What follows belongs to an exercise in optimizing a design on an open flow for small area, a short achievable clock period and few clock cycles; a production flow would make more cautious choices.

Design mv_mul, start of the top module:
module mv_mul #(
    parameter SHAPE_M       = 2,
    parameter SHAPE_N       = 8,
    parameter ELEMENT_WIDTH = 9,
    parameter CTRL_C_WIDTH  = 16,
    parameter DEPTH_WARP    = 4
) (
    input  wire                              clk,
    input  wire                              rst_n,
    input  wire [SHAPE_M*SHAPE_N*ELEMENT_WIDTH-1:0]  a_i,
    input  wire [SHAPE_N*ELEMENT_WIDTH-1:0]  b_i,
    input  wire [2:0]                        rm_i,
    input  wire [7:0]                        ctrl_reg_idxw_i,
    input  wire [DEPTH_WARP-1:0]             ctrl_warpid_i,
    input  wire                              in_valid_i,
    output reg                               in_ready_o,
    output reg                               out_valid_o,
    input  wire                              out_ready_i,
    output reg  [SHAPE_M*ELEMENT_WIDTH-1:0]  result_o,
    output reg  [4:0]                        fflags_o
);
Size in the first run: ~2000 cells after synthesis, about 260 I/O pins, about 12000 sq um of cells after synthesis.
==> module mv_mul, before the edit <==
module mv_mul #(
    parameter SHAPE_M       = 2,
    parameter SHAPE_N       = 8,
    parameter ELEMENT_WIDTH = 9,
    parameter CTRL_C_WIDTH  = 16,
    parameter DEPTH_WARP    = 4
) (
    input  wire                              clk,
    input  wire                              rst_n,
    input  wire [SHAPE_M*SHAPE_N*ELEMENT_WIDTH-1:0]  a_i,
    input  wire [SHAPE_N*ELEMENT_WIDTH-1:0]  b_i,
    input  wire [2:0]                        rm_i,
    input  wire [7:0]                        ctrl_reg_idxw_i,
    input  wire [DEPTH_WARP-1:0]             ctrl_warpid_i,
    input  wire                              in_valid_i,
    output reg                               in_ready_o,
    output reg                               out_valid_o,
    input  wire                              out_ready_i,
    output reg  [SHAPE_M*ELEMENT_WIDTH-1:0]  result_o,
    output reg  [4:0]                        fflags_o
);
    reg  [3:0] cnt;
    wire       acc = in_valid_i & in_ready_o;
    reg        top, we_t0, we_t1, we_r0;
    wire [3:0] cnt_n = (in_valid_i && !in_ready_o) ? cnt + 4'd1 : 4'd0;
    always @(posedge clk or negedge rst_n) begin
        if (!rst_n) begin
            cnt        <= 4'd0;
            in_ready_o <= 1'b0;
            top        <= 1'b0;
            we_t0      <= 1'b0;
            we_t1      <= 1'b0;
            we_r0      <= 1'b0;
        end else begin
            cnt        <= cnt_n;
            in_ready_o <= in_valid_i && !in_ready_o && (cnt == 4'd9);
            top        <= (cnt_n == 4'd6) | (cnt_n == 4'd10);
            we_t0      <= (cnt_n == 4'd3) | (cnt_n == 4'd7);
            we_t1      <= (cnt_n == 4'd5) | (cnt_n == 4'd9);
            we_r0      <= (cnt_n == 4'd6);
        end
    end
    always @(posedge clk or negedge rst_n) begin
        if (!rst_n)
            out_valid_o <= 1'b0;
        else if (acc)
            out_valid_o <= 1'b1;
        else if (out_ready_i)
            out_valid_o <= 1'b0;
    end
    wire [1:0] col = {cnt[0], cnt[1]};
    wire       row = cnt[2];
    wire [71:0] a_row = row ? a_i[143:72] : a_i[71:0];
    wire [8:0] ma0 = a_row[col*9 +: 9];
    wire [8:0] ma1 = a_row[(col+4)*9 +: 9];
    wire [8:0] mb0 = b_i[col*9 +: 9];
    wire [8:0] mb1 = b_i[(col+4)*9 +: 9];
    wire [8:0] p0, p1;
    fp9_mul u_mul0 (.a(ma0), .b(mb0), .y(p0));
    fp9_mul u_mul1 (.a(ma1), .b(mb1), .y(p1));
    reg [8:0] pa, pb;        
    reg [8:0] s0, s1;        
    reg [8:0] t0, t1;        
    always @(posedge clk) begin
        pa <= p0;
        pb <= p1;
    end
    wire [8:0] l1;
    fp9_add u_add1 (.a(pa), .b(pb), .y(l1));
    always @(posedge clk) begin
        s0 <= l1;
        s1 <= s0;
    end
    wire [8:0] l2;
    fp9_add u_add2 (.a(top ? t0 : s1), .b(top ? t1 : s0), .y(l2));
    always @(posedge clk) begin
        if (we_t0) t0 <= l2;
        if (we_t1) t1 <= l2;
        if (we_r0) result_o[8:0]  <= l2;
        if (acc)   result_o[17:9] <= l2;
    end
    wire ov0 = &result_o[7:3];
    wire ov1 = &result_o[16:12];
    always @(*) begin
        fflags_o = {2'b00, (ov0 & |result_o[2:0]) | (ov1 & |result_o[11:9]), 1'b0, ov0 | ov1};
    end
endmodule
==> flow/config.mk <==
export PLATFORM = sky130hd
export DESIGN_NAME = mv_mul
export DESIGN_NICKNAME = mv_mul
export VERILOG_FILES = /design/flow/design.v
export SDC_FILE = /design/flow/constraint.sdc
export NUM_CORES = 4
export LEC_CHECK = 0
export ABC_AREA = 1
export CAP_MARGIN = 20
export CORE_MARGIN = 2
export CORE_UTILIZATION = 40
export SLEW_MARGIN = 20
==> flow/constraint.sdc <==
create_clock -name core_clock -period 10.0 [get_ports {clk}]
set_input_delay 2.0000 -clock core_clock [delete_from_list [all_inputs] [get_ports {clk}]]
set_output_delay 2.0000 -clock core_clock [all_outputs]
set_load 0.01 [all_outputs]
run.sh (not shown) runs the stock make flow with config.mk's settings and CLKGATE_MAP_FILE= SYNTH_SCRIPT=/design/flow/synth_recipe.tcl, a recipe that flattens the netlist after the stock synthesis.
The starting point passed the timing, DRC and antenna checks.
Edit:
--- a/flow/design.v
+++ b/flow/design.v
@@ -422,23 +422,13 @@
 );
     reg  [3:0] cnt;
     wire       acc = in_valid_i & in_ready_o;
-    reg        top, we_t0, we_t1, we_r0;
-    wire [3:0] cnt_n = (in_valid_i && !in_ready_o) ? cnt + 4'd1 : 4'd0;
     always @(posedge clk or negedge rst_n) begin
         if (!rst_n) begin
             cnt        <= 4'd0;
             in_ready_o <= 1'b0;
-            top        <= 1'b0;
-            we_t0      <= 1'b0;
-            we_t1      <= 1'b0;
-            we_r0      <= 1'b0;
         end else begin
-            cnt        <= cnt_n;
+            cnt        <= (in_valid_i && !in_ready_o) ? cnt + 4'd1 : 4'd0;
             in_ready_o <= in_valid_i && !in_ready_o && (cnt == 4'd9);
-            top        <= (cnt_n == 4'd6) | (cnt_n == 4'd10);
-            we_t0      <= (cnt_n == 4'd3) | (cnt_n == 4'd7);
-            we_t1      <= (cnt_n == 4'd5) | (cnt_n == 4'd9);
-            we_r0      <= (cnt_n == 4'd6);
         end
     end
     always @(posedge clk or negedge rst_n) begin
@@ -472,13 +462,14 @@
         s0 <= l1;
         s1 <= s0;
     end
+    wire       top = (cnt == 4'd6) | (cnt == 4'd10);
     wire [8:0] l2;
     fp9_add u_add2 (.a(top ? t0 : s1), .b(top ? t1 : s0), .y(l2));
     always @(posedge clk) begin
-        if (we_t0) t0 <= l2;
-        if (we_t1) t1 <= l2;
-        if (we_r0) result_o[8:0]  <= l2;
-        if (acc)   result_o[17:9] <= l2;
+        if (cnt == 4'd3 || cnt == 4'd7) t0 <= l2;
+        if (cnt == 4'd5 || cnt == 4'd9) t1 <= l2;
+        if (cnt == 4'd6)  result_o[8:0]  <= l2;
+        if (cnt == 4'd10) result_o[17:9] <= l2;
     end
     wire ov0 = &result_o[7:3];
     wire ov1 = &result_o[16:12];
Outcome: The changed run passed the timing, DRC and antenna checks. Cell area drops by 1.8%. Count of clock-buffer cells in the layout stays the same. Global-route usage drops by 0.40 points. Register-to-register slack is worse by 0.41 ns. Setup slack is worse by 0.41 ns. Synthesized cell count drops by 1.2%. Fmax drops by 4.9%. Synthesized area drops by 2.0%.
Function was not checked in any run of this note: the RTL went through the layout flow alone.

==> what the ideal ports hide <==
The results above use ideal ports. As a check the final layouts listed here were re-extracted and re-timed, cells and wires unchanged. Step 1 (the two cells are an assumption about what drives the block):
set clk [get_ports {clk}]
set_driving_cell -lib_cell sky130_fd_sc_hd__clkbuf_16 $clk
set_driving_cell -lib_cell sky130_fd_sc_hd__buf_2 [delete_from_list [all_inputs] $clk]
Step 2, shift: input delay + t, output delay - t, t = (earliest + latest rising clock arrival at the registers) / 2. This alone moves slack from input paths to output paths. Slacks: no drivers / after step 1 / after step 2; pairs: no drivers / after step 1.
run	t, ns	setup slack, ns	clock arrival spread, ns	slew at the worst register clock pin (ns)
the first run	0.381	2.034 / 2.034 / 2.034	0.008 / 0.008	0.07 / 0.07
the second run	0.373	1.621 / 1.621 / 1.621	0.012 / 0.013	0.07 / 0.07
After both steps every run listed still meets setup and hold.
